This is an optimization exercise on Yosys and OpenROAD, whose aim is small area and a short achievable clock period, not a production implementation.
Where RTL was checked, it was by simulation tests only, not by an equivalence proof against the original.
Function not checked in run 7: the RTL went through the layout flow alone.
Power is estimated from default activity; no workload was simulated.

[design/flow/flow/run.sh]
#!/bin/bash
# Standard ORFS layout; only the cell used for the port buffers differs.
set -euo pipefail
bash standard.sh "BUFFER_PORTS_ARGS=-buffer_cell sky130_fd_sc_hd__buf_1" finish > standard_flow.log 2>&1
[design/flow/standard.sh]
#!/bin/bash
# synth_recipe.tcl (not shown) runs the flow's synth.tcl, then flattens the netlist and writes it again
# the make line also repeats each setting of config.mk as NAME=value (left out here)
make -C /OpenROAD-flow-scripts/flow DESIGN_CONFIG=/design/flow/config.mk WORK_HOME=/design/flow/orfs CLKGATE_MAP_FILE= SYNTH_SCRIPT=/design/flow/synth_recipe.tcl "${@:-finish}"
[design/flow/config.mk]
export PLATFORM = sky130hd
export DESIGN_NAME = shifter_io_wrapper
export DESIGN_NICKNAME = shifter_io_wrapper
export VERILOG_FILES = /design/flow/design.v
export SDC_FILE = /design/flow/constraint.sdc
export NUM_CORES = 4
export LEC_CHECK = 0
export CAP_MARGIN = 20
export CORE_MARGIN = 2
export CORE_UTILIZATION = 40
export SLEW_MARGIN = 20
export SYNTH_HIERARCHICAL = 1
[design/flow/constraint.sdc]
create_clock -name core_clock -period 2.5 [get_ports {clk}]
set_input_delay 0.5000 -clock core_clock [delete_from_list [all_inputs] [get_ports {clk}]]
set_output_delay 0.5000 -clock core_clock [all_outputs]
set_load 0.01 [all_outputs]
[design/flow/design.v]
module mux_inv (
    input  wire a,
    input  wire b,
    input  wire s,
    input  wire sn,
    output wire y
);
    assign y = ~((a | s) & (b | sn));
endmodule
module mux_buf (
    input  wire a,
    input  wire b,
    input  wire s,
    input  wire sn,
    output wire y
);
    assign y = (a | s) & (b | sn);
endmodule
module shifter_io_wrapper #(
    parameter integer WIDTH = 32,
    parameter integer BLOCK = 16
)(
    input  wire             clk,
    input  wire             v_in,
    input  wire [1:0]       opcode,
    input  wire [4:0]       shamt,
    input  wire [31:0]      din,
    output reg  [31:0]      dout,
    output reg              v_out
);
    genvar i;
    wire is_left  = (opcode == 2'b00);
    wire is_leftn = ~is_left;
    wire fill     = (opcode == 2'b10) & din[31];
    wire filln    = ~fill;
    wire [4:2] shn = ~shamt[4:2];
    wire [31:0] d1;    
    wire [31:0] d2;    
    wire [31:0] d3;    
    wire [31:0] d4;    
    generate
        for (i = 0; i < 32; i = i + 1) begin : g_s1
            mux_inv u_rev (.a(din[i]), .b(din[31-i]), .s(is_left), .sn(is_leftn), .y(d1[i]));
            mux_inv u_16 (.a(d1[i]), .b(i + 16 < 32 ? d1[(i + 16) % 32] : filln),
                          .s(shamt[4]), .sn(shn[4]), .y(d2[i]));
            mux_inv u_8  (.a(d2[i]), .b(i + 8 < 32 ? d2[(i + 8) % 32] : fill),
                          .s(shamt[3]), .sn(shn[3]), .y(d3[i]));
            mux_inv u_4  (.a(d3[i]), .b(i + 4 < 32 ? d3[(i + 4) % 32] : filln),
                          .s(shamt[2]), .sn(shn[2]), .y(d4[i]));
        end
    endgenerate
    reg [31:0] m_data;
    reg [1:0]  m_sh;
    reg        m_fill, m_left, m_v;
    always @(posedge clk) begin
        m_data <= d4;
        m_sh   <= shamt[1:0];
        m_fill <= fill;
        m_left <= is_left;
        m_v    <= v_in;
    end
    wire [1:0] m_shn   = ~m_sh;
    wire       m_filln = ~m_fill;
    wire       m_leftn = ~m_left;
    wire [31:0] e1;    
    wire [31:0] e2;    
    wire [31:0] e3;    
    generate
        for (i = 0; i < 32; i = i + 1) begin : g_s2
            mux_inv u_2   (.a(m_data[i]), .b(i + 2 < 32 ? m_data[(i + 2) % 32] : m_fill),
                           .s(m_sh[1]), .sn(m_shn[1]), .y(e1[i]));
            mux_inv u_1   (.a(e1[i]), .b(i + 1 < 32 ? e1[(i + 1) % 32] : m_filln),
                           .s(m_sh[0]), .sn(m_shn[0]), .y(e2[i]));
            mux_buf u_rev (.a(e2[i]), .b(e2[31-i]), .s(m_left), .sn(m_leftn), .y(e3[i]));
        end
    endgenerate
    always @(posedge clk) begin
        dout  <= e3;
        v_out <= m_v;
    end
endmodule
==> results of run 1 <==
[cells by family after synthesis]
logic type	after synthesis	synth area share [%]
compound gates	224	50.5
flops	70	47.7
buf+inv	7	0.895
simple gates	4	0.895
[sequential cells by signal (all words and copies together) (netlist names)]
name	flops
dout	32
m_data	32
m_fill	1
m_left	1
m_sh	2
m_v	1
v_out	1
[per-module statistics from Yosys, one instance, submodules excluded]
module	copies in the design	cells inside
shifter_io_wrapper	1	81
mux_buf	32	1
mux_inv	192	1
[cell type report]
type | instances | area [sq um] | share of cell area (%)
Sequential cell | 70 | 1400 | 38.7
Timing Repair Buffer | 84 | 357 | 9.85
Multi-Input combinational cell | 228 | 1510 | 41.7
Clock buffer | 11 | 141 | 3.91
Tap cell | 99 | 124 | 3.42
Inverter | 7 | 26.3 | 0.726
Clock inverter | 5 | 58.8 | 1.63
[routing by layer]
layer	GRT usage [%]	vias up	share of wire, %
li1	-	1568	-
met1	27.7	1432	46
met2	31.3	121	45
met3	3.66	14	5.6
met4	9.23	0	2.4
met5	0	-	0
[stage by stage]
step | area [sq um] | util (%) | hold WS, ns
after floorplan | 2940 | - | 0.310
after global routing | 3620 | 50.4 | 0.247
after detailed placement | 3420 | 47.6 | 0.315
after CTS | 3620 | 50.4 | 0.226
final | 3620 | 50.4 | 0.244
after global placement | 3420 | 47.6 | 0.313
[layout by cell type, fill, tap and decap left out]
master and instances:
and3b_1 1, buf_1 73, buf_4 11, bufinv_16 1
clkbuf_1 1, clkbuf_8 10, clkinv_2 1, clkinv_4 1
clkinvlp_4 2, dfxtp_1 70, inv_1 7, nand3b_1 1
nor2_2 1, o22a_1 32, o22ai_1 192, or2_1 1
[critical path, cell delays in order]
cell	delay [ns]
buf_1	0.14
or2_1	0.78
o22ai_1	0.25
o22ai_1	0.33
o22ai_1	0.15
o22ai_1	0.21
[power groups by stage]
stage,Sequential (mW),Combinational [mW],Clock (mW)
final,1.31,0.619,0.888
after global routing,1.33,0.694,0.951
after CTS,1.31,0.614,0.913
after detailed placement,1.34,0.607,0
after global placement,1.34,0.607,0
after floorplan,1.38,0.361,0
[worst paths after layout]
| path | endpoint | slack, ns | cells past startpoint |
|---|---|---|---|
| max | m_data[22] | 0.39 | 6 |
| min | m_v | 0.24 | 1 |
| min reg2reg | v_out | 0.33 | 0 |
| max reg2reg | dout[4] | 0.82 | 4 |
==> summary.md, run 1 <==
| Metric | Value |
|---|---|
| Status | finished clean |
| Sw power | 819 uW |
| Worst r2r src | m_sh[1] |
| Wirelength per Cell | 15.7 um |
| Synth warnings | 7 |
| Highest Clock Rate | around 470 MHz |
| Die X-Extent | between 80 and 90 um |
| Cells after Synth | 305 |
| Sequential area share after synthesis | between 40% and 50% |
| Filler instances | 725 |
| N_diodes | 0 |
| Io pins | between 70 and 80 |
| PwrDens | approximately 780 nW/um^2 |
| Slew @ Worst Pin | 0.977 ns |
| Yosys top cell area share | a little under half |
| Syn nets | about 350 |
| Synth area leader | dfxtp_1 |
| Shortest period the worst path allows | about 2.1 ns |
| Drt first pass iters | 4 |
| Top cells by area, synth | dfxtp_1 48%, o22ai_1 41%, o22a_1 9.5% |
| Most common cell in the netlist | o22ai_1 |
| Total of max-cap violations | 0 |
| Total Routing Usage GR | between 20% and 30% |
| FP Rows | 31 |
| Post-synthesis cell area | between 2000 and 3000 sq um |
| Drt drc | 0 |
| Grt total ovfl | 0 |
| Clk buf depth | 2 |
| Post-Route WL | about 7900 um |
| Ratio of final minimum period to clock period | between 80 and 90% |
| Fin cells | 504 |
| # setup viols final | 0 |
| Register clock-pin slew on the reported worst setup and hold paths | 0.08 ns |
| Yosys reg bits | 70 |
| Clock sinks | 70 |
| Relative slew slack | about a third |
| Startpoint Class | primary input |
| Number of synthesized flops with an enable pin | 0 |
| Sequential power share | 46.6% |
| Post-synthesis area per instance | around 9.6 sq um |
| Post-route clock skew | 0.0107 ns |
| FFs w/ async S/R, synth | 0% |
| Final setup TNS | 0 ns |
| Initial antenna violation count | 0 |
| Initial DRC Count | about 170 |
| Internal power | around 2 mW |
| Post-CTS Resized | 0 |
| Total power | approximately 2.8 mW |
| Htree depth | 3 |
| Clock Power Share | between 30% and 40% |
| Setup Fix Bufs, Post-CTS | 0 |
| RePlAce Congestion | about 0.83 |
| First-pass GRT wire length | roughly 13000 um |
| Via density | just over 6 |
| RSZ-0062 raised after global routing | no |
| CTS tree | done |
| Logic pwr share | ~22% |
| Placement Setup Slack | 0.0953 ns |
| CTS Hold Bufs | 0 |
| Die height | about 90 um |
| Crit Path Category | primary input to flop |
| Top FF cell, synth | dfxtp_1 |
| Switching Share | between 20% and 30% |
| Layout cells sized above 1 | roughly 6.7% |
| Worst-Skew Late Latency | between 0.3 and 0.4 ns |
| Vias | roughly 3100 |
| Worst Min Path Start | v_in |
| Max VDD drop | ~0.00023 V |
| Buffers added on ports | between 70 and 80 |
| Clock root buffer | clkbuf_8 |
| Setup ws final | around 0.39 ns |
| Crit. End Element | flop |
| CP max FO | 32 |
| Pins Over Slew Limit | 0 |
| Netlist cell types | 8 |
| Worst path arrival time | around 2.4 ns |
| Req. time, crit path | ~2.8 ns |
| Vias in the first global route | about 2700 |
| Core Area | ~7000 sq um |
| Num CTS Buffers | 9 |
| P&R area growth vs syn | 23.3% |
| Post-synth top cells | 192 x o22ai_1, 70 x dfxtp_1, 32 x o22a_1 |
| Largest net degree at the start of global routing | 34 |
| Leakage | 1.21 nW |
| Initial core utilization | 40.9% |
| Worst min-delay path class | primary input to flop |
| Die Area | between 8000 and 9000 sq um |
| Placed insts | 488 |
| Layout net count | 441 |
| Routed Antenna Nets | 0 |
| Critical Path Source | opcode[1] |
| Dpl hpwl | 5580 um |
| Final hold violation count | 0 |
==> run 2, diff against run 1 <==
--- a/design/flow/config.mk
+++ b/design/flow/config.mk
@@ -8,5 +8,6 @@
 export CAP_MARGIN = 20
 export CORE_MARGIN = 2
 export CORE_UTILIZATION = 40
+export SETUP_SLACK_MARGIN = 1.2
 export SLEW_MARGIN = 20
 export SYNTH_HIERARCHICAL = 1
==> run 2 against run 1 <==
Net effect: synthesized cell count stayed put; sequential share of layout area is 12 points lower; global-route usage is 5.8 points higher; critical path depth is 2 higher; area after synthesis stayed put; sequential cell count stayed put; via count is 15% higher; sequential power is 6% higher; fmax is 41% higher; clock power is 12% higher.
==> summary.md, run 2 <==
| Metric | Value |
|---|---|
| Sequential power share | 40.3% (was 46.6%) |
| Post-route clock skew | 0.00542 ns (was 0.0107 ns) |
| FFs w/ async S/R, synth | 0% (unchanged) |
| Internal power | 2.36 mW (was 2.00 mW) |
| Most common cell in the netlist | o22ai_1 (unchanged) |
| Die X-Extent | 89.7 um (unchanged) |
| RSZ-0062 raised after global routing | yes (was no) |
| Most frequent cells in the layout | 94 x o22ai_2, 61 x dfxtp_1, 58 x o22ai_1 (was 192 x o22ai_1, 73 x buf_1, 70 x dfxtp_1) |
| Worst min-delay path class | primary input to flop (unchanged) |
| Htree depth | 3 (unchanged) |
| Fin cells | 527 (was 504) |
| PwrDens | 649 nW/um^2 (was 779 nW/um^2) |
| Total of max-cap violations | 0 (unchanged) |
| N_diodes | 0 (unchanged) |
| Post-Route WL | 11600 um (was 7900 um) |
| Biggest regs | dout x32, m_data x32, m_sh x2 (unchanged) |
| Post-synth top cells | 192 x o22ai_1, 70 x dfxtp_1, 32 x o22a_1 (unchanged) |
| Clock sinks | 70 (unchanged) |
| Syn nets | 346 (unchanged) |
| Setup ws final | 1.00 ns (was 0.393 ns) |
| Total Routing Usage GR | 26.1% (was 20.3%) |
| First-pass GRT wire length | 16100 um (was 12800 um) |
| CP max FO | 8 (was 32) |
| Die height | 89.7 um (unchanged) |
| Startpoint Class | primary input (unchanged) |
| CTS Hold Bufs | 0 (unchanged) |
| Core Area | 7180 sq um (unchanged) |
| Routed Antenna Nets | 0 (unchanged) |
| Number of synthesized flops with an enable pin | 0 (unchanged) |
| Top FF cell, synth | dfxtp_1 (unchanged) |
| Register clock-pin slew on the reported worst setup and hold paths | 0.07 ns (was 0.08 ns) |
| Req. time, crit path | 2.73 ns (was 2.75 ns) |
| Commonest non-fill, non-tap cell in the layout | o22ai_2 (was o22ai_1) |
| Path depth of the worst reg2reg path | 6 (was 4) |
| Initial DRC Count | 278 (was 171) |
| Worst Min Path Start | v_in (unchanged) |
| Status | finished clean (unchanged) |
| Netlist cell types | 8 (unchanged) |
| P&R area growth vs syn | 80.5% (was 23.3%) |
| Post-synthesis area per instance | 9.62 sq um (unchanged) |
| # setup viols final | 0 (unchanged) |
| R2R Setup Slk | 1.07 ns (was 0.82 ns) |
| Crit. End Element | flop (unchanged) |
| RR Endpoint | dout[10] (was dout[4]) |
| Via density | 6.84 (was 6.22) |
| Final hold violation count | 0 (unchanged) |
| Worst r2r src | m_sh[1] (unchanged) |
| Top cells by area, synth | dfxtp_1 48%, o22ai_1 41%, o22a_1 9.5% (unchanged) |
| Drt first pass iters | 5 (was 4) |
| Wirelength per Cell | 21.9 um (was 15.7 um) |
| Filler instances | 466 (was 725) |
| Num CTS Buffers | 9 (unchanged) |
| Initial core utilization | 40.9% (unchanged) |
| Clock root buffer | clkbuf_8 (unchanged) |
| Slew @ Worst Pin | 0.546 ns (was 0.977 ns) |
| Placed insts | 485 (was 488) |
| RePlAce Congestion | 0.883 (was 0.829) |
| Logic pwr share | 30.7% (was 21.9%) |
| Post-synthesis cell area | 2940 sq um (unchanged) |
| Largest net degree at the start of global routing | 33 (was 34) |
| Shortest period the worst path allows | 1.50 ns (was 2.11 ns) |
| Buffers added on ports | 73 (unchanged) |
| Worst-Skew Late Latency | 0.34 ns (about the same) |
| Drt drc | 0 (unchanged) |
| Initial antenna violation count | 0 (unchanged) |
| Worst path arrival time | 1.72 ns (was 2.36 ns) |
| Relative slew slack | 63.5% (was 34.9%) |
| Io pins | 74 (unchanged) |
| Yosys reg bits | 70 (unchanged) |
| FP Rows | 31 (unchanged) |
| Layout cells sized above 1 | 54.7% (was 6.67%) |
| Placement Setup Slack | 0.519 ns (was 0.0953 ns) |
| Ratio of final minimum period to clock period | 59.9% (was 84.3%) |
| CTS tree | done (unchanged) |
| Die Area | 8040 sq um (unchanged) |
| Sw power | 1.08 mW (was 819 uW) |
| Worst Hold Path EP | m_v (unchanged) |
| Pins Over Slew Limit | 0 (unchanged) |
| Synth warnings | 7 (unchanged) |
| Sequential area share after synthesis | 47.7% (unchanged) |
| Hold path depth | 1 (unchanged) |
| Grt total ovfl | 0 (unchanged) |
| Crit Path Category | primary input to flop (unchanged) |
| Synth area leader | dfxtp_1 (unchanged) |
| Vias in the first global route | 3171 (was 2699) |
| Max VDD drop | 0.000309 V (was 0.000228 V) |
| Final setup TNS | 0 ns (unchanged) |
| Layout net count | 464 (was 441) |
| Dpl hpwl | 5450 um (was 5580 um) |
| Cells after Synth | 305 (unchanged) |
| Switching Share | 31.3% (was 29.1%) |
| Clock Power Share | 29.0% (was 31.5%) |
| Leakage | 1.84 nW (was 1.21 nW) |
| Vias | 3603 (was 3135) |
| Clk buf depth | 2 (unchanged) |
| Highest Clock Rate | 667 MHz (was 475 MHz) |
| Yosys top cell area share | 47.7% (unchanged) |
run 2: cells by family (layout without fill, tap and decap cells):
| group | count (synthesis) | in the layout | share of synthesized area (%) |
|---|---|---|---|
| flip-flops | 70 | 70 | 47.7 |
| AO/OA/AOI/OAI | 224 | 224 | 50.5 |
| buffers and inverters | 7 | 127 | 0.895 |
| AND/OR/NAND/NOR | 4 | 7 | 0.895 |
run 2: area by class of cell:
cell class	count	area, sq um	area share [%]
inverters	7	45.0	0.850
clock inverters	4	70.1	1.32
repair inverters	3	22.5	0.425
multi-input cells	231	2680	50.6
repair buffers	101	795	15.0
well taps	99	124	2.34
clock buffers	12	145	2.74
flip-flops and latches	70	1420	26.7
run 2: worst max-delay path, stage by stage:
cell and delay [ns]:
buf_12 0.11, nor2_4 0.16, buf_12 0.14, buf_16 0.14
o22ai_1 0.09, o22ai_1 0.19, o22ai_1 0.13, o22ai_1 0.25
run 2: per-layer routing:
layer / vias to the layer above / global-route usage, % / wire [um]
li1: 1632 / - / -
met1: 1728 / 32.1 / 4700
met5: - / 0 / 0
met3: 41 / 4.66 / 707
met4: 0 / 13.2 / 409
met2: 202 / 43.7 / 5750
run 2: power groups by stage:
| stage | Clock [mW] | Combinational [mW] | Sequential (mW) |
|---|---|---|---|
| finish | 0.998 | 1.05 | 1.39 |
| global route | 1.05 | 1.11 | 1.40 |
| CTS | 0.997 | 0.874 | 1.36 |
| detailed placement | 0 | 0.602 | 1.35 |
| global placement | 0 | 0.604 | 1.35 |
| floorplan | 0 | 0.367 | 1.38 |
run 2: worst max-delay path by stage:
stage	from	end	slack, ns	depth (start not counted)
3_3_place_gp	opcode[1]	m_data[20]	0.56	6
6_report	opcode[0]	m_data[2]	1.00	8
3_5_place_dp	m_sh[1]	dout[3]	0.52	4
5_1_grt	opcode[0]	m_data[1]	0.95	8
2_1_floorplan	opcode[1]	m_data[28]	0.86	5
4_1_cts	opcode[0]	m_data[13]	1.09	6
run 2: Yosys stat by module (local to each module, per instance):
module,cells,times used,area (sq um),flops+latches
shifter_io_wrapper,81,1,1450,70
mux_inv,1,192,6.26,0
mux_buf,1,32,8.76,0
run 2: repair_timing:
action / 4_1_cts / 5_1_grt
setup endpoints to repair: 76 / 90
resized for setup: 161 / 106
pin swaps: 43 / 21
cloned: 9 / 0
buffers inserted: 14 / 3
run 2: metrics by stage:
step / hold WS (ns) / util [%] / cell area (sq um) / total power, mW
3_5_place_dp: 0.316 / 48.1 / 3450 / 1.95
5_1_grt: 0.235 / 73.8 / 5300 / 3.56
6_report: 0.243 / 73.8 / 5300 / 3.44
3_3_place_gp: 0.313 / 48.1 / 3450 / 1.95
2_1_floorplan: 0.310 / - / 2990 / 1.75
4_1_cts: 0.237 / 66.7 / 4790 / 3.23
==> run 3, diff against run 2 <==
--- a/design/flow/config.mk
+++ b/design/flow/config.mk
@@ -8,6 +8,6 @@
 export CAP_MARGIN = 20
 export CORE_MARGIN = 2
 export CORE_UTILIZATION = 40
-export SETUP_SLACK_MARGIN = 1.2
+export SETUP_SLACK_MARGIN = 1.0
 export SLEW_MARGIN = 20
 export SYNTH_HIERARCHICAL = 1
==> run 3 against run 2 <==
Net effect: final cell count decreased by 2.7%; sequential power fell by 5%; synthesized cell count unchanged; register-to-register slack gained 0.03 ns; cell area fell by 24%; sequential cell count unchanged; clock skew barely moved; sequential share of layout area is 8.3 points higher; combinational power decreased by 33%; total power decreased by 13%; worst setup slack got worse by 0.012 ns; critical path type unchanged; highest routed layer unchanged.
==> summary.md, run 3 <==
| Metric | Value |
|---|---|
| Status | finished clean (unchanged) |
| Htree depth | 3 (unchanged) |
| RSZ-0062 raised after global routing | yes (unchanged) |
| Yosys top cell area share | 47.7% (unchanged) |
| Setup ws final | 0.990 ns (was 1.00 ns) |
| Num CTS Buffers | 9 (unchanged) |
| Top FF cell, synth | dfxtp_1 (unchanged) |
| Die height | 89.7 um (unchanged) |
| Total Routing Usage GR | 21.1% (was 26.1%) |
| Worst min-delay path class | primary input to flop (unchanged) |
| Initial antenna violation count | 0 (unchanged) |
| Worst Min Path Start | v_in (unchanged) |
| Commonest non-fill, non-tap cell in the layout | o22ai_1 (was o22ai_2) |
| Worst r2r src | m_sh[1] (unchanged) |
| Logic pwr share | 23.3% (was 30.7%) |
| Post-synthesis cell area | 2940 sq um (unchanged) |
| Sequential power share | 44.0% (was 40.3%) |
| Synth area leader | dfxtp_1 (unchanged) |
| Io pins | 74 (unchanged) |
| Relative slew slack | 39.1% (was 63.5%) |
| Layout net count | 450 (was 464) |
| Crit. End Element | flop (unchanged) |
| First-pass GRT wire length | 13200 um (was 16100 um) |
| Dpl hpwl | 5450 um (unchanged) |
| Clock sinks | 70 (unchanged) |
| # setup viols final | 0 (unchanged) |
| Req. time, crit path | 2.66 ns (was 2.73 ns) |
| Post-synth top cells | 192 x o22ai_1, 70 x dfxtp_1, 32 x o22a_1 (unchanged) |
| Routed Antenna Nets | 0 (unchanged) |
| CTS tree | done (unchanged) |
| Post-synthesis area per instance | 9.62 sq um (unchanged) |
| Crit Path Category | primary input to flop (unchanged) |
| Post-Route WL | 8660 um (was 11600 um) |
| Clock root buffer | clkbuf_8 (unchanged) |
| Highest Clock Rate | 662 MHz (was 667 MHz) |
| Most common cell in the netlist | o22ai_1 (unchanged) |
| Final setup TNS | 0 ns (unchanged) |
| FP Rows | 31 (unchanged) |
| Critical Path Source | opcode[0] (unchanged) |
| Die X-Extent | 89.7 um (unchanged) |
| Design area | 4020 sq um (was 5300 sq um) |
| Yosys reg bits | 70 (unchanged) |
| PwrDens | 746 nW/um^2 (was 649 nW/um^2) |
| Worst path arrival time | 1.67 ns (was 1.72 ns) |
| Largest net degree at the start of global routing | 34 (was 33) |
| Total of max-cap violations | 0 (unchanged) |
| Buffers added on ports | 73 (unchanged) |
| Post-route clock skew | 0.00587 ns (was 0.00542 ns) |
| Slew @ Worst Pin | 0.913 ns (was 0.546 ns) |
| Grt total ovfl | 0 (unchanged) |
| N_diodes | 0 (unchanged) |
| Switching Share | 28.5% (was 31.3%) |
| Ratio of final minimum period to clock period | 60.4% (was 59.9%) |
| Placement Setup Slack | 0.519 ns (unchanged) |
| Startpoint Class | primary input (unchanged) |
| Sequential area share after synthesis | 47.7% (unchanged) |
| Wirelength per Cell | 16.9 um (was 21.9 um) |
| Clock Power Share | 32.7% (was 29.0%) |
| Syn nets | 346 (unchanged) |
| Clk buf depth | 2 (unchanged) |
| P&R area growth vs syn | 37.0% (was 80.5%) |
| Number of synthesized flops with an enable pin | 0 (unchanged) |
| Pins Over Slew Limit | 0 (unchanged) |
| Register clock-pin slew on the reported worst setup and hold paths | 0.07 ns (about the same) |
| Synth warnings | 7 (unchanged) |
| FFs w/ async S/R, synth | 0% (unchanged) |
| Leakage | 1.37 nW (was 1.84 nW) |
| Shortest period the worst path allows | 1.51 ns (was 1.50 ns) |
| DP Area | 3450 sq um (unchanged) |
| Vias | 3253 (was 3603) |
| Final hold violation count | 0 (unchanged) |
| Cells after Synth | 305 (unchanged) |
| Initial DRC Count | 212 (was 278) |
| Die Area | 8040 sq um (unchanged) |
| RePlAce Congestion | 0.883 (unchanged) |
| Sw power | 856 uW (was 1.08 mW) |
| Most frequent cells in the layout | 150 x o22ai_1, 70 x buf_1, 67 x dfxtp_1 (was 94 x o22ai_2, 61 x dfxtp_1, 58 x o22ai_1) |
| Layout cells sized above 1 | 21.3% (was 54.7%) |
| Biggest regs | dout x32, m_data x32, m_sh x2 (unchanged) |
| Top cells by area, synth | dfxtp_1 48%, o22ai_1 41%, o22a_1 9.5% (unchanged) |
| Vias in the first global route | 2746 (was 3171) |
| CP max FO | 16 (was 8) |
| Worst-Skew Late Latency | 0.34 ns (about the same) |
| Core Area | 7180 sq um (unchanged) |
| Initial core utilization | 40.9% (unchanged) |
| Drt first pass iters | 4 (was 5) |
| Via density | 6.34 (was 6.84) |
| Max VDD drop | 0.000278 V (was 0.000309 V) |
| Netlist cell types | 8 (unchanged) |
| Internal power | 2.14 mW (was 2.36 mW) |
| Drt drc | 0 (unchanged) |
[run 3: cell counts after synthesis]
Identical to the previous run, type by type.
[run 3: layout make-up]
type | instances | area, sq um
Tap cell | 99 | 124
Clock buffer | 12 | 145
Inverter | 7 | 41.3
Fill cell | 693 | 3150
Clock inverter | 4 | 70.1
Timing Repair Buffer | 89 | 422
Multi-Input combinational cell | 230 | 1800
Timing Repair inverter | 2 | 15.0
Sequential cell | 70 | 1410
[run 3: path summary, 6_finish.rpt]
path	cells after the start	slack [ns]	end
max	6	0.99	m_data[6]
min	1	0.25	m_v
max reg2reg	5	1.10	dout[0]
min reg2reg	0	0.33	v_out
[run 3: power by group through the flow]
stage	sequential [mW]	combinational, mW	clock, mW
floorplan	1.38	0.367	0
global placement	1.35	0.604	0
detailed placement	1.35	0.602	0
CTS	1.32	0.636	0.997
global route	1.33	0.770	1.04
finish	1.32	0.700	0.981
[run 3: cell families (layout without fill, tap and decap cells)]
| group | count (synthesis) | count (layout) | share of synthesized area, % |
|---|---|---|---|
| AOI/OAI and AO/OA | 224 | 224 | 50.5 |
| buffers and inverters | 7 | 114 | 0.895 |
| DFF | 70 | 70 | 47.7 |
| and+or+nand+nor | 4 | 6 | 0.895 |
[run 3: per-module statistics from Yosys, one instance, submodules excluded]
module              flops+latches  area (sq um)  times used
mux_inv                         0          6.26         192
mux_buf                         0          8.76          32
shifter_io_wrapper             70          1450           1
[run 3: through the flow]
stage	instances	utilization (%)	hold slack [ns]	power, mW
4_1_cts	511	52.4	0.237	2.95
6_report	513	56.1	0.250	3.00
3_5_place_dp	485	48.1	0.316	1.95
5_1_grt	513	56.1	0.245	3.15
2_1_floorplan	305	-	0.310	1.75
3_3_place_gp	485	48.1	0.313	1.95
[run 3: per-layer routing]
| metal | part of all wire, % | track usage [%] |
|---|---|---|
| met3 | 5.7 | 3.93 |
| met5 | 0 | 0 |
| met4 | 1.8 | 8.55 |
| met2 | 47 | 33.7 |
| met1 | 46 | 28.2 |
[run 3: repair_timing]
| action | in CTS | in global routing |
|---|---|---|
| gates cloned | 3 | 1 |
| pin swaps | 3 | 1 |
| endpoints found under the setup margin | 63 | 33 |
| hold buffers | 0 | 0 |
| gates resized for setup | 8 | 42 |
| buffers inserted | 7 | 1 |
[run 3: critical path, cell delays in order]
cell and delay (ns):
buf_2 0.15, or2_4 0.34, o22ai_1 0.20, o22ai_2 0.11, o22ai_1 0.23, o22ai_1 0.13
==> run 4, diff against run 3 <==
--- a/design/flow/config.mk
+++ b/design/flow/config.mk
@@ -8,6 +8,6 @@
 export CAP_MARGIN = 20
 export CORE_MARGIN = 2
 export CORE_UTILIZATION = 40
-export SETUP_SLACK_MARGIN = 1.0
+export SETUP_SLACK_MARGIN = 0.6
 export SLEW_MARGIN = 20
 export SYNTH_HIERARCHICAL = 1
==> run 4 against run 3 <==
Net effect: area after synthesis unchanged; first-iteration DRC count decreased by 12%; final cell count decreased by 1.9%; wire length down 8.3%; non-clock buffer count down 4; global-route usage fell by 1.2 points; critical path type unchanged.
==> summary.md, run 4 <==
| Metric | Value |
|---|---|
| Status | finished clean (unchanged) |
| Req. time, crit path | 2.66 ns (about the same) |
| Switching Share | 28.9% (was 28.5%) |
| Logic pwr share | 22.7% (was 23.3%) |
| Critical Path Source | opcode[1] (was opcode[0]) |
| Worst path arrival time | 1.93 ns (was 1.67 ns) |
| Internal power | 1.94 mW (was 2.14 mW) |
| Yosys reg bits | 70 (unchanged) |
| Multiplexer share of the synthesized area | 0% (unchanged) |
| Vias in the first global route | 2679 (was 2746) |
| Netlist cell types | 8 (unchanged) |
| Most common cell on crit path | o22ai_1 (unchanged) |
| Post-Route WL | 7940 um (was 8660 um) |
| Number of synthesized flops with an enable pin | 0 (unchanged) |
| PwrDens | 758 nW/um^2 (was 746 nW/um^2) |
| Commonest non-fill, non-tap cell in the layout | o22ai_1 (unchanged) |
| Relative slew slack | 41.2% (was 39.1%) |
| Worst path max stage delay | 0.30 ns (was 0.34 ns) |
| Highest Clock Rate | 567 MHz (was 662 MHz) |
| Post-synth top cells | 192 x o22ai_1, 70 x dfxtp_1, 32 x o22a_1 (unchanged) |
| Post-route clock skew | 0.00500 ns (was 0.00587 ns) |
| Layout net count | 442 (was 450) |
| Yosys top cell area share | 47.7% (unchanged) |
| Pins Over Slew Limit | 0 (unchanged) |
| Post-synthesis xor/xnor area fraction | 0% (unchanged) |
| Sequential Area | 1400 sq um (was 1410 sq um) |
| Clk buf depth | 2 (unchanged) |
| Critical Path, Cell by Cell | buf_1 -> or2_1 -> buf_4 -> o22ai_1 -> o22ai_1 -> o22ai_1 -> o22ai_1 (was buf_2 -> or2_4 -> o22ai_1 -> o22ai_2 -> o22ai_1 -> o22ai_1) |
| Core Area | 7180 sq um (unchanged) |
| Synth Area in Compound Gates | 50.5% (unchanged) |
| Shortest period the worst path allows | 1.76 ns (was 1.51 ns) |
| N_diodes | 0 (unchanged) |
| Htree depth | 3 (unchanged) |
| Total power | 2.74 mW (was 3.00 mW) |
| Grt total ovfl | 0 (unchanged) |
| CTS tree | done (unchanged) |
| Slew @ Worst Pin | 0.881 ns (was 0.913 ns) |
| Path depth of the worst reg2reg path | 4 (was 5) |
| Clock root buffer | clkbuf_8 (unchanged) |
| Die X-Extent | 89.7 um (unchanged) |
| Vias | 3153 (was 3253) |
| Post-synthesis cell area | 2940 sq um (unchanged) |
| Setup Fix Bufs, Post-CTS | 0 (was 7) |
| First-pass GRT wire length | 12700 um (was 13200 um) |
| Routed Antenna Nets | 0 (unchanged) |
| Io pins | 74 (unchanged) |
| Drt drc | 0 (unchanged) |
| Sw power | 792 uW (was 856 uW) |
| Clock sinks | 70 (unchanged) |
| Crit Path Category | primary input to flop (unchanged) |
| Hold path depth | 1 (unchanged) |
| Crit. End Element | flop (unchanged) |
| Post-CTS Resized | 0 (was 8) |
| R2R Setup Slk | 0.85 ns (was 1.10 ns) |
| Sequential power share | 48.0% (was 44.0%) |
| Top cells by area, synth | dfxtp_1 48%, o22ai_1 41%, o22a_1 9.5% (unchanged) |
| RSZ-0062 raised after global routing | no (was yes) |
| Delay-heaviest family, CP | compound AO/OA/AOI/OAI gates (unchanged) |
| Worst r2r src | m_sh[1] (unchanged) |
| Worst-Skew Late Latency | 0.33 ns (was 0.34 ns) |
| Initial DRC Count | 187 (was 212) |
| Biggest regs | dout x32, m_data x32, m_sh x2 (unchanged) |
| Initial core utilization | 40.9% (unchanged) |
| Leakage | 1.20 nW (was 1.37 nW) |
| Sequential area share after synthesis | 47.7% (unchanged) |
| Total of max-cap violations | 0 (unchanged) |
| Ratio of final minimum period to clock period | 70.6% (was 60.4%) |
| Adder-Cell Fraction of Synth Area | 0% (unchanged) |
| # setup viols final | 0 (unchanged) |
| Most frequent cells in the layout | 192 x o22ai_1, 73 x buf_1, 69 x dfxtp_1 (was 150 x o22ai_1, 70 x buf_1, 67 x dfxtp_1) |
| Worst Hold Path EP | m_v (unchanged) |
| Buffers added on ports | 73 (unchanged) |
| Post-synthesis area per instance | 9.62 sq um (unchanged) |
| Dpl hpwl | 5500 um (was 5450 um) |
| Syn nets | 346 (unchanged) |
| Largest net degree at the start of global routing | 34 (unchanged) |
| Filler instances | 727 (was 693) |
| RR Endpoint | dout[11] (was dout[0]) |
| Via density | 6.27 (was 6.34) |
| CTS Hold Bufs | 0 (unchanged) |
| FFs w/ async S/R, synth | 0% (unchanged) |
| CP max FO | 28 (was 16) |
| Slowest-stage cell, CP | or2_1 (was or2_4) |
| Die height | 89.7 um (unchanged) |
| Final setup TNS | 0 ns (unchanged) |
| Max VDD drop | 0.000250 V (was 0.000278 V) |
| Layout cells sized above 1 | 6.93% (was 21.3%) |
| Simple-Gate Fraction of Synth Area | 0.895% (unchanged) |
| Register clock-pin slew on the reported worst setup and hold paths | 0.07 ns (about the same) |
| Worst Min Path Start | v_in (unchanged) |
| Largest family of logic cells by synthesized area | compound AO/OA/AOI/OAI gates (unchanged) |
| Total Routing Usage GR | 19.9% (was 21.1%) |
| Most common cell in the netlist | o22ai_1 (unchanged) |
| Initial antenna violation count | 0 (unchanged) |
| Top FF cell, synth | dfxtp_1 (unchanged) |
| Final hold violation count | 0 (unchanged) |
| Synth area leader | dfxtp_1 (unchanged) |
| Num CTS Buffers | 9 (unchanged) |
| Synth warnings | 7 (unchanged) |
| Worst min-delay path class | primary input to flop (unchanged) |
| Die Area | 8040 sq um (unchanged) |
| Wirelength per Cell | 15.8 um (was 16.9 um) |
| P&R area growth vs syn | 23.0% (was 37.0%) |
| RePlAce Congestion | 0.897 (was 0.883) |
| Clock Power Share | 29.3% (was 32.7%) |
| Multi-input gate area | 1520 sq um (was 1800 sq um) |
| Cells after Synth | 305 (unchanged) |
| FP Rows | 31 (unchanged) |
| Drt first pass iters | 5 (was 4) |
| Buf+Inv Stages, Crit Path | 2 (was 1) |
| Startpoint Class | primary input (unchanged) |
## run 4: cell counts after synthesis
No cell type changed its count.
## run 4: worst max-delay path by stage
| stage | to | slack [ns] | cells past startpoint |
|---|---|---|---|
| 5_1_grt | m_data[9] | 0.61 | 7 |
| 6_report | m_data[29] | 0.74 | 7 |
| 2_1_floorplan | m_data[28] | 0.64 | 5 |
| 3_3_place_gp | m_data[29] | 0.42 | 7 |
| 3_5_place_dp | m_data[29] | 0.40 | 7 |
| 4_1_cts | m_data[29] | 0.75 | 7 |
## run 4: cell type report
class                           instances  share of cell area [%]
Clock inverter                          1                   0.139
Multi-Input combinational cell        228                    42.0
Inverter                                7                   0.832
Tap cell                               99                    3.43
Sequential cell                        70                    38.9
Timing Repair Buffer                   85                    10.1
Clock buffer                           13                    4.68
## run 4: worst register-to-register path: stages, from the launching register on
cell        delay, ns
dfxtp_2          0.35
clkinvlp_4       0.41
o22ai_1          0.37
o22ai_1          0.16
o22a_1           0.26
## run 4: Yosys stat by module, one instance, submodules excluded
module / cell area [sq um] / flip-flops and latches / cells inside / copies in the design
shifter_io_wrapper: 1450 / 70 / 81 / 1
mux_inv: 6.26 / 0 / 1 / 192
mux_buf: 8.76 / 0 / 1 / 32
## run 4: kinds of logic (layout without fill, tap and decap cells)
family | after synthesis | after routing
buf+inv | 7 | 106
compound gates | 224 | 224
simple gates | 4 | 4
flops | 70 | 70
## run 4: power by group through the flow
stage               registers, mW  logic [mW]  clock network, mW
finish                       1.31       0.622              0.801
global route                 1.33       0.695              0.861
CTS                          1.31       0.616              0.822
detailed placement           1.34       0.610                  0
global placement             1.34       0.608                  0
floorplan                    1.38       0.361                  0
## run 4: routing by layer
metal | share of wire (%) | track usage [%]
met2 | 44 | 30.1
met1 | 47 | 28.5
met4 | 1.2 | 7.06
met3 | 7.2 | 3.66
met5 | 0 | 0
## run 4: through the flow
step | setup WS, ns | instance area, sq um | hold WS [ns] | utilization (%) | instances
after floorplan | 0.643 | 2950 | 0.310 | - | 305
after global placement | 0.424 | 3440 | 0.314 | 47.9 | 489
after detailed placement | 0.401 | 3440 | 0.316 | 47.9 | 489
after CTS | 0.752 | 3610 | 0.241 | 50.3 | 503
after global routing | 0.608 | 3610 | 0.266 | 50.3 | 503
final | 0.736 | 3610 | 0.255 | 50.3 | 503
==> run 5, diff against run 4 <==
--- a/design/flow/config.mk
+++ b/design/flow/config.mk
@@ -7,7 +7,7 @@
 export LEC_CHECK = 0
 export CAP_MARGIN = 20
 export CORE_MARGIN = 2
-export CORE_UTILIZATION = 40
-export SETUP_SLACK_MARGIN = 0.6
+export CORE_UTILIZATION = 60
+export SETUP_SLACK_MARGIN = 0.8
 export SLEW_MARGIN = 20
 export SYNTH_HIERARCHICAL = 1
==> run 5 against run 4 <==
Net effect: combinational power barely moved; core utilization increased by 27 points; via count is 6.2% higher; global-route usage grew 9.4 points.
==> summary.md, run 5 <==
| Metric | Value |
|---|---|
| Placed insts | 453 (was 489) |
| Post-synthesis cell area | 2940 sq um (unchanged) |
| Routed Antenna Nets | 0 (unchanged) |
| Htree depth | 3 (unchanged) |
| Netlist cell types | 8 (unchanged) |
| Ratio of final minimum period to clock period | 64.4% (was 70.6%) |
| Worst Min Path Start | v_in (unchanged) |
| PwrDens | 788 nW/um^2 (was 758 nW/um^2) |
| FFs w/ async S/R, synth | 0% (unchanged) |
| RePlAce Congestion | 0.928 (was 0.897) |
| Commonest non-fill, non-tap cell in the layout | o22ai_1 (unchanged) |
| Crit Path Category | flop to flop (was primary input to flop) |
| Most common cell on crit path | o22ai_1 (unchanged) |
| Top FF cell, synth | dfxtp_1 (unchanged) |
| Initial DRC Count | 390 (was 187) |
| Drt first pass iters | 7 (was 5) |
| Sequential area share after synthesis | 47.7% (unchanged) |
| Total of max-cap violations | 0 (unchanged) |
| Biggest regs | dout x32, m_data x32, m_sh x2 (unchanged) |
| Worst r2r src | m_sh[1] (unchanged) |
| Final hold violation count | 0 (unchanged) |
| Initial core utilization | 62.1% (was 40.9%) |
| Fin cells | 476 (was 503) |
| Delay-heaviest family, CP | compound AO/OA/AOI/OAI gates (unchanged) |
| Die X-Extent | 73.9 um (was 89.7 um) |
| Syn nets | 346 (unchanged) |
| Synth area leader | dfxtp_1 (unchanged) |
| Initial antenna violation count | 0 (unchanged) |
| Leakage | 1.22 nW (was 1.20 nW) |
| Buf+Inv Stages, Crit Path | 2 (unchanged) |
| Vias in the first global route | 2572 (was 2679) |
| P&R area growth vs syn | 24.1% (was 23.0%) |
| Final setup TNS | 0 ns (unchanged) |
| Num CTS Buffers | 9 (unchanged) |
| CTS Hold Bufs | 0 (unchanged) |
| Filler instances | 342 (was 727) |
| Yosys top cell area share | 47.7% (unchanged) |
| Post-synthesis area per instance | 9.62 sq um (unchanged) |
| Via density | 7.04 (was 6.27) |
| Slew @ Worst Pin | 0.852 ns (was 0.881 ns) |
| Yosys reg bits | 70 (unchanged) |
| N_diodes | 0 (unchanged) |
| Synth warnings | 7 (unchanged) |
| CTS tree | done (unchanged) |
| Drt drc | 0 (unchanged) |
| Core Area | 4720 sq um (was 7180 sq um) |
| Worst-Skew Late Latency | 0.35 ns (was 0.33 ns) |
| First-pass GRT wire length | 12400 um (was 12700 um) |
| Shortest period the worst path allows | 1.61 ns (was 1.76 ns) |
| Top cells by area, synth | dfxtp_1 48%, o22ai_1 41%, o22a_1 9.5% (unchanged) |
| Register clock-pin slew on the reported worst setup and hold paths | 0.07 ns (about the same) |
| Worst path arrival time | 1.85 ns (was 1.93 ns) |
| Worst path max stage delay | 0.50 ns (was 0.30 ns) |
| Layout cells sized above 1 | 9.54% (was 6.93%) |
| Synth Area in Compound Gates | 50.5% (unchanged) |
| Largest family of logic cells by synthesized area | compound AO/OA/AOI/OAI gates (unchanged) |
| # setup viols final | 0 (unchanged) |
| Number of synthesized flops with an enable pin | 0 (unchanged) |
| Largest net degree at the start of global routing | 35 (was 34) |
| Adder-Cell Fraction of Synth Area | 0% (unchanged) |
| Vias | 3349 (was 3153) |
| FP Rows | 25 (was 31) |
| Post-route clock skew | 0.00866 ns (was 0.00500 ns) |
| Simple-Gate Fraction of Synth Area | 0.895% (unchanged) |
| Dpl hpwl | 5020 um (was 5500 um) |
| Clock root buffer | clkbuf_8 (unchanged) |
| Max VDD drop | 0.000375 V (was 0.000250 V) |
| Layout net count | 445 (was 442) |
| Req. time, crit path | 2.74 ns (was 2.66 ns) |
| Grt total ovfl | 0 (unchanged) |
| Worst min-delay path class | primary input to flop (unchanged) |
| Crit. End Element | flop (unchanged) |
| Post-Route WL | 8170 um (was 7940 um) |
| Pins Over Slew Limit | 0 (unchanged) |
| RSZ-0062 raised after global routing | no (unchanged) |
| Relative slew slack | 43.2% (was 41.2%) |
| Buffers added on ports | 73 (unchanged) |
| Total Routing Usage GR | 29.3% (was 19.9%) |
| Status | finished clean (unchanged) |
| Clk buf depth | 2 (unchanged) |
| Most frequent cells in the layout | 192 x o22ai_1, 72 x buf_1, 67 x dfxtp_1 (was 192 x o22ai_1, 73 x buf_1, 69 x dfxtp_1) |
| Io pins | 74 (unchanged) |
| Post-synthesis xor/xnor area fraction | 0% (unchanged) |
| Slowest-stage cell, CP | dfxtp_4 (was or2_1) |
| Clock sinks | 70 (unchanged) |
| Critical Path, Cell by Cell | clkinvlp_4 -> buf_4 -> o22ai_1 -> o22ai_1 -> o22a_1 (was buf_1 -> or2_1 -> buf_4 -> o22ai_1 -> o22ai_1 -> o22ai_1 -> o22ai_1) |
| Die height | 73.9 um (was 89.7 um) |
| Startpoint Class | flop (was primary input) |
| Wirelength per Cell | 17.2 um (was 15.8 um) |
| Highest Clock Rate | 621 MHz (was 567 MHz) |
| Critical Path Source | m_sh[1] (was opcode[1]) |
| Post-synth top cells | 192 x o22ai_1, 70 x dfxtp_1, 32 x o22a_1 (unchanged) |
| Multiplexer share of the synthesized area | 0% (unchanged) |
| Die Area | 5470 sq um (was 8040 sq um) |
| Most common cell in the netlist | o22ai_1 (unchanged) |
| Cells after Synth | 305 (unchanged) |
| CP max FO | 18 (was 28) |
run 5: cell counts after synthesis:
Identical to the previous run, type by type.
run 5: metal layers:
| layer | wire, um | global-route usage [%] | part of all wire (%) |
|---|---|---|---|
| met5 | 0 | 0 | 0 |
| met4 | 192 | 12.1 | 2.4 |
| met3 | 749 | 6.50 | 9.2 |
| met2 | 3810 | 45.3 | 47 |
| met1 | 3420 | 39.8 | 42 |
run 5: worst paths after layout:
| check | end | slack (ns) | depth (start not counted) |
|---|---|---|---|
| setup / recovery | dout[25] | 0.89 | 5 |
| hold / removal | m_v | 0.24 | 1 |
| setup reg to reg | dout[25] | 0.89 | 5 |
| hold reg to reg | v_out | 0.34 | 0 |
run 5: cell families (layout without fill, tap and decap cells):
logic type      count (synthesis)  in the layout
simple gates                    4              5
buf+inv                         7            110
flops                          70             70
compound gates                224            224
run 5: metrics by stage:
step / area (sq um) / hold slack, ns / total power, mW / setup slack, ns / util, %
2_1_floorplan: 2960 / 0.310 / 1.74 / 0.863 / -
3_3_place_gp: 3380 / 0.314 / 1.93 / 0.592 / 71.6
3_5_place_dp: 3380 / 0.326 / 1.94 / 0.586 / 71.6
4_1_cts: 3600 / 0.236 / 2.84 / 0.800 / 76.2
5_1_grt: 3640 / 0.220 / 3.01 / 0.800 / 77.1
6_report: 3640 / 0.239 / 2.87 / 0.890 / 77.1
run 5: final cells by class:
type	instances	area (sq um)	area share [%]
Tap cell	67	83.8	2.30
Multi-Input combinational cell	229	1530	41.9
Clock inverter	4	45.0	1.24
Inverter	7	37.5	1.03
Timing Repair Buffer	85	369	10.1
Clock buffer	12	155	4.26
Timing Repair inverter	2	15.0	0.412
Sequential cell	70	1410	38.7
run 5: Yosys stat by module (local to each module, per instance):
| module | cells inside | cell area (sq um) | times used | flops+latches |
|---|---|---|---|---|
| mux_buf | 1 | 8.76 | 32 | 0 |
| mux_inv | 1 | 6.26 | 192 | 0 |
| shifter_io_wrapper | 81 | 1450 | 1 | 70 |
run 5: report_power, final:
| part | internal, mW | total, mW | switching (mW) | leakage (nW) |
|---|---|---|---|---|
| registers | 1.25 | 1.33 | 0.0759 | 0.590 |
| logic | 0.263 | 0.625 | 0.362 | 0.526 |
| clock network | 0.510 | 0.913 | 0.402 | 0.106 |
| total | 2.03 | 2.87 | 0.840 | 1.22 |
run 5: what timing repair did:
item	in CTS	in global routing
gates cloned	2	1
gates resized for setup	3	2
endpoints found under the setup margin	32	34
pin swaps	0	1
buffers inserted	0	4
==> run 6, diff against run 5 <==
--- a/design/flow/config.mk
+++ b/design/flow/config.mk
@@ -8,6 +8,6 @@
 export CAP_MARGIN = 20
 export CORE_MARGIN = 2
 export CORE_UTILIZATION = 60
-export SETUP_SLACK_MARGIN = 0.8
+export SETUP_SLACK_MARGIN = 1.0
 export SLEW_MARGIN = 20
 export SYNTH_HIERARCHICAL = 1
==> run 6 against run 5 <==
Net effect: count of clock-buffer cells in the layout increased by 2; still clean; worst setup slack improved by 0.090 ns; global-route usage increased by 1.4 points; clock power decreased by 15%; fmax increased by 5.9%; total power decreased by 3.3%; via count increased by 2.1%; sequential cell count unchanged.
==> summary.md, run 6 <==
| Metric | Value |
|---|---|
| Initial core utilization | 62.1% (unchanged) |
| Die Area | 5470 sq um (unchanged) |
| Status | finished clean (unchanged) |
| Num CTS Buffers | 9 (unchanged) |
| R2R Setup Slk | 1.01 ns (was 0.89 ns) |
| Htree depth | 3 (unchanged) |
| Max VDD drop | 0.000375 V (about the same) |
| Final hold violation count | 0 (unchanged) |
| Worst path max stage delay | 0.25 ns (was 0.50 ns) |
| Worst path arrival time | 1.76 ns (was 1.85 ns) |
| Levels on crit path | 7 (was 5) |
| Relative slew slack | 65.8% (was 43.2%) |
| Layout net count | 454 (was 445) |
| Critical Path Source | opcode[1] (was m_sh[1]) |
| Netlist cell types | 8 (unchanged) |
| Clock root buffer | clkbuf_8 (unchanged) |
| # setup viols final | 0 (unchanged) |
| Worst-Skew Late Latency | 0.34 ns (was 0.35 ns) |
| Grt total ovfl | 0 (unchanged) |
| Yosys top cell area share | 47.7% (unchanged) |
| Crit Path Category | primary input to flop (was flop to flop) |
| Dpl hpwl | 5190 um (was 5020 um) |
| Initial antenna violation count | 0 (unchanged) |
| Most common cell in the netlist | o22ai_1 (unchanged) |
| Die height | 73.9 um (unchanged) |
| FFs w/ async S/R, synth | 0% (unchanged) |
| Via density | 7.06 (was 7.04) |
| N_diodes | 0 (unchanged) |
| Most common cell on crit path | o22ai_1 (unchanged) |
| CP max FO | 33 (was 18) |
| RePlAce Congestion | 0.908 (was 0.928) |
| Io pins | 74 (unchanged) |
| FP Rows | 25 (unchanged) |
| Post-Route WL | 8460 um (was 8170 um) |
| Vias in the first global route | 2743 (was 2572) |
| Placement Setup Slack | 0.600 ns (was 0.586 ns) |
| Total Routing Usage GR | 30.7% (was 29.3%) |
| Initial DRC Count | 374 (was 390) |
| Total of max-cap violations | 0 (unchanged) |
| Top cells by area, synth | dfxtp_1 48%, o22ai_1 41%, o22a_1 9.5% (unchanged) |
| Worst r2r src | m_sh[1] (unchanged) |
| Startpoint Class | primary input (was flop) |
| First-pass GRT wire length | 12900 um (was 12400 um) |
| Die X-Extent | 73.9 um (unchanged) |
| Ratio of final minimum period to clock period | 60.8% (was 64.4%) |
| Core Area | 4720 sq um (unchanged) |
| Delay-heaviest family, CP | compound AO/OA/AOI/OAI gates (unchanged) |
| Biggest regs | dout x32, m_data x32, m_sh x2 (unchanged) |
| Leakage | 1.30 nW (was 1.22 nW) |
| Shortest period the worst path allows | 1.52 ns (was 1.61 ns) |
| Path depth of the worst reg2reg path | 5 (unchanged) |
| Layout cells sized above 1 | 15.3% (was 9.54%) |
| Req. time, crit path | 2.74 ns (about the same) |
| Clock sinks | 70 (unchanged) |
| Vias | 3418 (was 3349) |
| Synth warnings | 7 (unchanged) |
| Buffers added on ports | 73 (unchanged) |
| Critical Path, Cell by Cell | buf_2 -> nor2_4 -> buf_12 -> o22ai_1 -> o22ai_1 -> o22ai_1 -> o22ai_1 (was clkinvlp_4 -> buf_4 -> o22ai_1 -> o22ai_1 -> o22a_1) |
| Number of synthesized flops with an enable pin | 0 (unchanged) |
| Crit. End Element | flop (unchanged) |
| Drt drc | 0 (unchanged) |
| Commonest non-fill, non-tap cell in the layout | o22ai_1 (unchanged) |
| Highest Clock Rate | 658 MHz (was 621 MHz) |
| Most frequent cells in the layout | 176 x o22ai_1, 70 x buf_1, 67 x dfxtp_1 (was 192 x o22ai_1, 72 x buf_1, 67 x dfxtp_1) |
| Post-synth top cells | 192 x o22ai_1, 70 x dfxtp_1, 32 x o22a_1 (unchanged) |
| Post-synthesis area per instance | 9.62 sq um (unchanged) |
| PwrDens | 730 nW/um^2 (was 788 nW/um^2) |
| RR Endpoint | dout[24] (was dout[25]) |
| Placed insts | 454 (was 453) |
| Setup ws final | 0.980 ns (was 0.890 ns) |
| Post-route clock skew | 0.00406 ns (was 0.00866 ns) |
| Critical path endpoint | m_data[19] (was dout[25]) |
| Register clock-pin slew on the reported worst setup and hold paths | 0.06 ns (was 0.07 ns) |
| Buf+Inv Stages, Crit Path | 2 (unchanged) |
| Final setup TNS | 0 ns (unchanged) |
| Post-synthesis cell area | 2940 sq um (unchanged) |
| Routed Antenna Nets | 0 (unchanged) |
| Wirelength per Cell | 17.5 um (was 17.2 um) |
| Fin cells | 484 (was 476) |
| Yosys reg bits | 70 (unchanged) |
| Sequential area share after synthesis | 47.7% (unchanged) |
| Pins Over Slew Limit | 0 (unchanged) |
| CTS tree | done (unchanged) |
| Slew @ Worst Pin | 0.512 ns (was 0.852 ns) |
| Slowest-stage cell, CP | o22ai_1 (was dfxtp_4) |
| Top FF cell, synth | dfxtp_1 (unchanged) |
| P&R area growth vs syn | 29.4% (was 24.1%) |
| Synth area leader | dfxtp_1 (unchanged) |
| Syn nets | 346 (unchanged) |
| CTS Hold Bufs | 0 (unchanged) |
| Cells after Synth | 305 (unchanged) |
| Largest net degree at the start of global routing | 34 (was 35) |
| Worst min-delay path class | primary input to flop (unchanged) |
| Final core utilization | 80.4% (was 77.1%) |
| Total power | 2.77 mW (was 2.87 mW) |
| Drt first pass iters | 5 (was 7) |
| Clk buf depth | 2 (unchanged) |
| RSZ-0062 raised after global routing | yes (was no) |
-- run 6: cells by family (layout without fill, tap and decap cells) --
logic type	count (synthesis)	in the layout	synth area share [%]
AOI/OAI and AO/OA	224	224	50.5
DFF	70	70	47.7
and+or+nand+nor	4	6	0.895
buffers and inverters	7	117	0.895
-- run 6: final cells by class --
type / count / area [sq um]
tap: 67 / 83.8
inverter: 7 / 41.3
timing repair buffer: 93 / 448
clock inverter: 1 / 5.00
multi-input combinational: 230 / 1640
timing repair inverter: 2 / 15.0
fill: 334 / 925
clock buffer: 14 / 163
sequential: 70 / 1410
-- run 6: Yosys stat by module, one instance, submodules excluded --
| module | flops+latches | times used |
|---|---|---|
| mux_buf | 0 | 32 |
| shifter_io_wrapper | 70 | 1 |
| mux_inv | 0 | 192 |
-- run 6: per-layer routing --
layer / vias up / track usage [%] / share of wire, %
met3: 36 / 7.59 / 7.9
met4: 0 / 12.9 / 3.2
li1: 1600 / - / -
met5: - / 0 / 0
met1: 1558 / 39.3 / 42
met2: 224 / 49.7 / 47
-- run 6: metrics by stage --
stage	hold WS (ns)	cell area, sq um
final	0.247	3800
after global placement	0.314	3420
after floorplan	0.310	2990
after detailed placement	0.317	3420
after global routing	0.230	3800
after CTS	0.238	3660
-- run 6: timing repair --
action	in CTS	in global routing
pin swaps	2	1
resized for setup	7	16
buffers inserted	5	6
setup endpoints to repair	50	64
cloned	3	1
-- run 6: where the power goes --
| group | internal, mW | switching [mW] |
|---|---|---|
| Combinational | 0.288 | 0.383 |
| Clock | 0.408 | 0.364 |
| Sequential | 1.26 | 0.0741 |
| Total | 1.95 | 0.821 |
-- run 6: worst min-delay path by stage --
stage                  start  endpoint  cells after the start
floorplan                m_v     v_out                      0
global placement         m_v     v_out                      0
detailed placement       m_v     v_out                      0
CTS                     v_in       m_v                      1
global route        shamt[0]   m_sh[0]                      1
finish                  v_in       m_v                      1
==> run 7, diff against run 6 <==
==> design/flow/design.v (replaced) <==
module mux_inv (
    input  wire a,
    input  wire b,
    input  wire s,
    input  wire sn,
    output wire y
);
    assign y = ~((a | s) & (b | sn));
endmodule
module mux_buf (
    input  wire a,
    input  wire b,
    input  wire s,
    input  wire sn,
    output wire y
);
    assign y = (a | s) & (b | sn);
endmodule
module shifter_io_wrapper #(
    parameter integer WIDTH = 32,
    parameter integer BLOCK = 16
)(
    input  wire             clk,
    input  wire             v_in,
    input  wire [1:0]       opcode,
    input  wire [4:0]       shamt,
    input  wire [31:0]      din,
    output reg  [31:0]      dout,
    output reg              v_out
);
    genvar i;
    wire is_left  = (opcode == 2'b00);
    wire is_leftn = ~is_left;
    wire fill     = (opcode == 2'b10) & din[31];
    wire filln    = ~fill;
    wire [4:3] shn = ~shamt[4:3];
    wire [31:0] d1;    
    wire [31:0] d2;    
    wire [31:0] d3;    
    generate
        for (i = 0; i < 32; i = i + 1) begin : g_s1
            mux_inv u_rev (.a(din[i]), .b(din[31-i]), .s(is_left), .sn(is_leftn), .y(d1[i]));
            mux_inv u_16 (.a(d1[i]), .b(i + 16 < 32 ? d1[(i + 16) % 32] : filln),
                          .s(shamt[4]), .sn(shn[4]), .y(d2[i]));
            mux_inv u_8  (.a(d2[i]), .b(i + 8 < 32 ? d2[(i + 8) % 32] : fill),
                          .s(shamt[3]), .sn(shn[3]), .y(d3[i]));
        end
    endgenerate
    reg [31:0] m_datan;             
    reg [2:0]  m_sh, m_shn;
    reg        m_left, m_leftn;
    reg        m_fill, m_v;
    always @(posedge clk) begin
        m_datan <= d3;
        m_sh    <= shamt[2:0];
        m_shn   <= ~shamt[2:0];
        m_left  <= is_left;
        m_leftn <= is_leftn;
        m_fill  <= fill;
        m_v     <= v_in;
    end
    wire m_filln = ~m_fill;
    wire [31:0] e1;    
    wire [31:0] e2;    
    wire [31:0] e3;    
    wire [31:0] e4;    
    generate
        for (i = 0; i < 32; i = i + 1) begin : g_s2
            mux_inv u_4   (.a(m_datan[i]), .b(i + 4 < 32 ? m_datan[(i + 4) % 32] : m_filln),
                           .s(m_sh[2]), .sn(m_shn[2]), .y(e1[i]));
            mux_inv u_2   (.a(e1[i]), .b(i + 2 < 32 ? e1[(i + 2) % 32] : m_fill),
                           .s(m_sh[1]), .sn(m_shn[1]), .y(e2[i]));
            mux_inv u_1   (.a(e2[i]), .b(i + 1 < 32 ? e2[(i + 1) % 32] : m_filln),
                           .s(m_sh[0]), .sn(m_shn[0]), .y(e3[i]));
            mux_buf u_rev (.a(e3[i]), .b(e3[31-i]), .s(m_left), .sn(m_leftn), .y(e4[i]));
        end
    endgenerate
    always @(posedge clk) begin
        dout  <= e4;
        v_out <= m_v;
    end
endmodule
==> run 7 against run 6 <==
Net effect: total power grew 5.0%; area after synthesis grew 3.3%; worst setup slack gained 0.015 ns; sequential cell count grew 5; cell area shrank 0.40%; largest power group unchanged; critical path type unchanged.
==> summary.md, run 7 <==
| Metric | Value |
|---|---|
| Worst path arrival time | 1.69 ns (was 1.76 ns) |
| Sw power | 818 uW (was 821 uW) |
| Number of synthesized flops with an enable pin | 0 (unchanged) |
| Sequential power share | 48.4% (was 48.0%) |
| Top FF cell, synth | dfxtp_1 (unchanged) |
| Htree depth | 3 (unchanged) |
| Via density | 6.92 (was 7.06) |
| Critical Path Source | opcode[0] (was opcode[1]) |
| Crit Path Category | primary input to flop (unchanged) |
| Routed Antenna Nets | 0 (unchanged) |
| Synth warnings | 7 (unchanged) |
| Die X-Extent | 75.1 um (was 73.9 um) |
| Total of max-cap violations | 0 (unchanged) |
| Slew @ Worst Pin | 1.03 ns (was 0.512 ns) |
| Register clock-pin slew on the reported worst setup and hold paths | 0.07 ns (was 0.06 ns) |
| Startpoint Class | primary input (unchanged) |
| Clock sinks | 75 (was 70) |
| CTS tree | done (unchanged) |
| Yosys top cell area share | 49.5% (was 47.7%) |
| Clk buf depth | 2 (unchanged) |
| Switching Share | 28.1% (was 29.6%) |
| Synth area leader | dfxtp_1 (unchanged) |
| Io pins | 74 (unchanged) |
| Core Area | 4790 sq um (was 4720 sq um) |
| Syn nets | 350 (was 346) |
| Multiplexer share of the synthesized area | 0% (unchanged) |
| Hold path depth | 1 (unchanged) |
| Critical path endpoint | m_datan[23] (was m_data[19]) |
| Adder-Cell Fraction of Synth Area | 0% (unchanged) |
| Synth Area in Compound Gates | 48.9% (was 50.5%) |
| Post-synthesis area per instance | 9.81 sq um (was 9.62 sq um) |
| Post-synth top cells | 192 x o22ai_1, 75 x dfxtp_1, 32 x o22a_1 (was 192 x o22ai_1, 70 x dfxtp_1, 32 x o22a_1) |
| Total Routing Usage GR | 28.4% (was 30.7%) |
| R2R Setup Slk | 1.04 ns (was 1.01 ns) |
| P&R area growth vs syn | 24.8% (was 29.4%) |
| Ratio of final minimum period to clock period | 60.2% (was 60.8%) |
| Post-synthesis xor/xnor area fraction | 0% (unchanged) |
| Status | finished clean (unchanged) |
| Initial DRC Count | 482 (was 374) |
| Commonest non-fill, non-tap cell in the layout | o22ai_1 (unchanged) |
| Placed insts | 456 (was 454) |
| Biggest regs | dout x32, m_datan x32 (was dout x32, m_data x32, m_sh x2) |
| Post-route clock skew | 0.0105 ns (was 0.00406 ns) |
| Most frequent cells in the layout | 190 x o22ai_1, 73 x dfxtp_1, 72 x buf_1 (was 176 x o22ai_1, 70 x buf_1, 67 x dfxtp_1) |
| Worst min-delay path class | primary input to flop (unchanged) |
| Worst r2r src | m_sh[2] (was m_sh[1]) |
| PwrDens | 770 nW/um^2 (was 730 nW/um^2) |
| Req. time, crit path | 2.68 ns (was 2.74 ns) |
| Post-Route WL | 8160 um (was 8460 um) |
| Layout cells sized above 1 | 9.35% (was 15.3%) |
| Path depth of the worst reg2reg path | 5 (unchanged) |
| Total power | 2.91 mW (was 2.77 mW) |
| Shortest period the worst path allows | 1.50 ns (was 1.52 ns) |
| Internal power | 2.09 mW (was 1.95 mW) |
| Post-synthesis cell area | 3030 sq um (was 2940 sq um) |
| Sequential Area | 1510 sq um (was 1410 sq um) |
| Final hold violation count | 0 (unchanged) |
| Die height | 75.1 um (was 73.9 um) |
| RePlAce Congestion | 0.912 (was 0.908) |
| Crit. End Element | flop (unchanged) |
| Netlist cell types | 8 (unchanged) |
| Design area | 3780 sq um (was 3800 sq um) |
| First-pass GRT wire length | 12400 um (was 12900 um) |
| Buffers added on ports | 73 (unchanged) |
| Fin cells | 484 (unchanged) |
| Logic pwr share | 21.9% (was 24.2%) |
| Leakage | 1.30 nW (about the same) |
| Max VDD drop | 0.000427 V (was 0.000375 V) |
| Relative slew slack | 31.3% (was 65.8%) |
| Worst-Skew Late Latency | 0.33 ns (was 0.34 ns) |
| WHS | 0.259 ns (was 0.247 ns) |
| Sequential area share after synthesis | 49.5% (was 47.7%) |
| Num CTS Buffers | 9 (unchanged) |
| DP Area | 3450 sq um (was 3420 sq um) |
| # setup viols final | 0 (unchanged) |
| Initial antenna violation count | 0 (unchanged) |
| Most common cell in the netlist | o22ai_1 (unchanged) |
| Layout net count | 453 (was 454) |
| Dpl hpwl | 5120 um (was 5190 um) |
| Largest net degree at the start of global routing | 34 (unchanged) |
| CTS Hold Bufs | 0 (unchanged) |
| RSZ-0062 raised after global routing | yes (unchanged) |
| Initial core utilization | 63.3% (was 62.1%) |
| Simple-Gate Fraction of Synth Area | 0.867% (was 0.895%) |
| Filler instances | 351 (was 334) |
| FP Rows | 25 (unchanged) |
| Grt total ovfl | 0 (unchanged) |
| Drt first pass iters | 5 (unchanged) |
| CP max FO | 17 (was 33) |
| Clock root buffer | clkbuf_8 (unchanged) |
| Drt drc | 0 (unchanged) |
| Pins Over Slew Limit | 0 (unchanged) |
| Vias in the first global route | 2694 (was 2743) |
| Wirelength per Cell | 16.9 um (was 17.5 um) |
| FFs w/ async S/R, synth | 0% (unchanged) |
| Clock Power Share | 29.8% (was 27.8%) |
| Multi-input gate area | 1550 sq um (was 1640 sq um) |
| Highest Clock Rate | 665 MHz (was 658 MHz) |
| Vias | 3348 (was 3418) |
| RR Endpoint | dout[13] (was dout[24]) |
| N_diodes | 0 (unchanged) |
| Final setup TNS | 0 ns (unchanged) |
| Die Area | 5640 sq um (was 5470 sq um) |
| Largest family of logic cells by synthesized area | compound AO/OA/AOI/OAI gates (unchanged) |
| Cells after Synth | 309 (was 305) |
| Yosys reg bits | 75 (was 70) |
| Top cells by area, synth | dfxtp_1 50%, o22ai_1 40%, o22a_1 9.2% (was dfxtp_1 48%, o22ai_1 41%, o22a_1 9.5%) |
## run 7: cell count changes after synthesis
cell	previous run	this run
dfxtp_1	70	75
inv_1	7	6
## run 7: worst min-delay path by stage
stage	from	end	slack, ns
5_1_grt	v_in	m_v	0.25
3_5_place_dp	m_v	v_out	0.32
6_report	v_in	m_v	0.26
4_1_cts	v_in	m_v	0.25
2_1_floorplan	m_v	v_out	0.31
3_3_place_gp	m_v	v_out	0.31
## run 7: modules after synthesis (local to each module, per instance)
module,area [sq um],copies in the design,cells inside,flip-flops and latches
mux_inv,6.26,192,1,0
shifter_io_wrapper,1550,1,85,75
mux_buf,8.76,32,1,0
## run 7: critical path, cell delays in order
cell     delay [ns]
buf_1          0.30
or2_4          0.31
o22ai_1        0.14
o22ai_1        0.30
o22ai_1        0.15
## run 7: cell type report
class	instances	area share (%)
repair buffers	90	11.3
well taps	67	2.22
multi-input cells	230	41.0
flip-flops and latches	75	39.9
inverters	6	0.694
clock inverters	2	0.926
clock buffers	14	4.03
## run 7: cells by family (layout without fill, tap and decap cells)
| family | after synthesis | after routing |
|---|---|---|
| compound gates | 224 | 224 |
| flops | 75 | 75 |
| buf+inv | 6 | 112 |
| simple gates | 4 | 6 |
## run 7: what timing repair did
item | 4_1_cts | 5_1_grt
gates cloned | 1 | 1
resized for setup | 3 | 6
endpoints found under the setup margin | 58 | 55
buffers inserted | 1 | 9
pin swaps | 2 | 3
## run 7: per-layer routing
layer | routed length (um) | global-route usage, % | vias up
met5 | 0 | 0 | -
met2 | 3870 | 45.6 | 224
met1 | 3430 | 38.7 | 1497
li1 | - | - | 1604
met4 | 127 | 9.92 | 0
met3 | 735 | 4.55 | 23
## run 7: through the flow
stage | worst slack, ns | util, %
after floorplan | 0.988 | -
after detailed placement | 0.556 | 72.2
after global placement | 0.619 | 72.2
final | 0.995 | 79.1
after global routing | 0.948 | 79.1
after CTS | 0.956 | 76.6
## run 7: power groups by stage
stage	Clock (mW)	Sequential [mW]	Combinational [mW]
finish	0.868	1.41	0.637
global route	0.937	1.42	0.695
CTS	0.877	1.41	0.592
detailed placement	0	1.44	0.577
global placement	0	1.44	0.573
floorplan	0	1.48	0.343

==> re-timing with driven ports <==
How much do the figures lean on ideal ports? The routed layouts below were timed once more, with nothing changed but the port constraints.
Step 1, drivers: a clkbuf_16 drives clk and a buf_2 each remaining input, both assumed.
Step 2 adds t to the input delays and takes it off the output delays; t is the mean of the earliest and latest rising clock arrival at the registers after step 1. Input paths then give back, and output paths get back, about the clock's delay inside the block.
a / b / c = ideal / step 1 / step 2; a / b = the first two.
| run | shift t [ns] | slack for setup (ns) | worst slew at a driven data input, ns |
|---|---|---|---|
| run 1 | 0.364 | 0.393 / 0.402 / 0.038 | 0.03 |
| run 2 | 0.365 | 1.002 / 0.980 / 0.615 | 0.06 |
| run 3 | 0.364 | 0.990 / 1.002 / 0.638 | 0.03 |
| run 4 | 0.356 | 0.736 / 0.743 / 0.387 | 0.03 |
| run 5 | 0.367 | 0.890 / 0.890 / 0.542 | 0.03 |
| run 6 | 0.361 | 0.980 / 0.981 / 0.620 | 0.03 |
| run 7 | 0.347 | 0.995 / 0.997 / 0.651 | 0.03 |
After both steps every run listed still meets setup and hold. For run 2, which loses most, drivers alone change the setup slack by -0.022 ns; drivers and shift together by -0.387 ns.
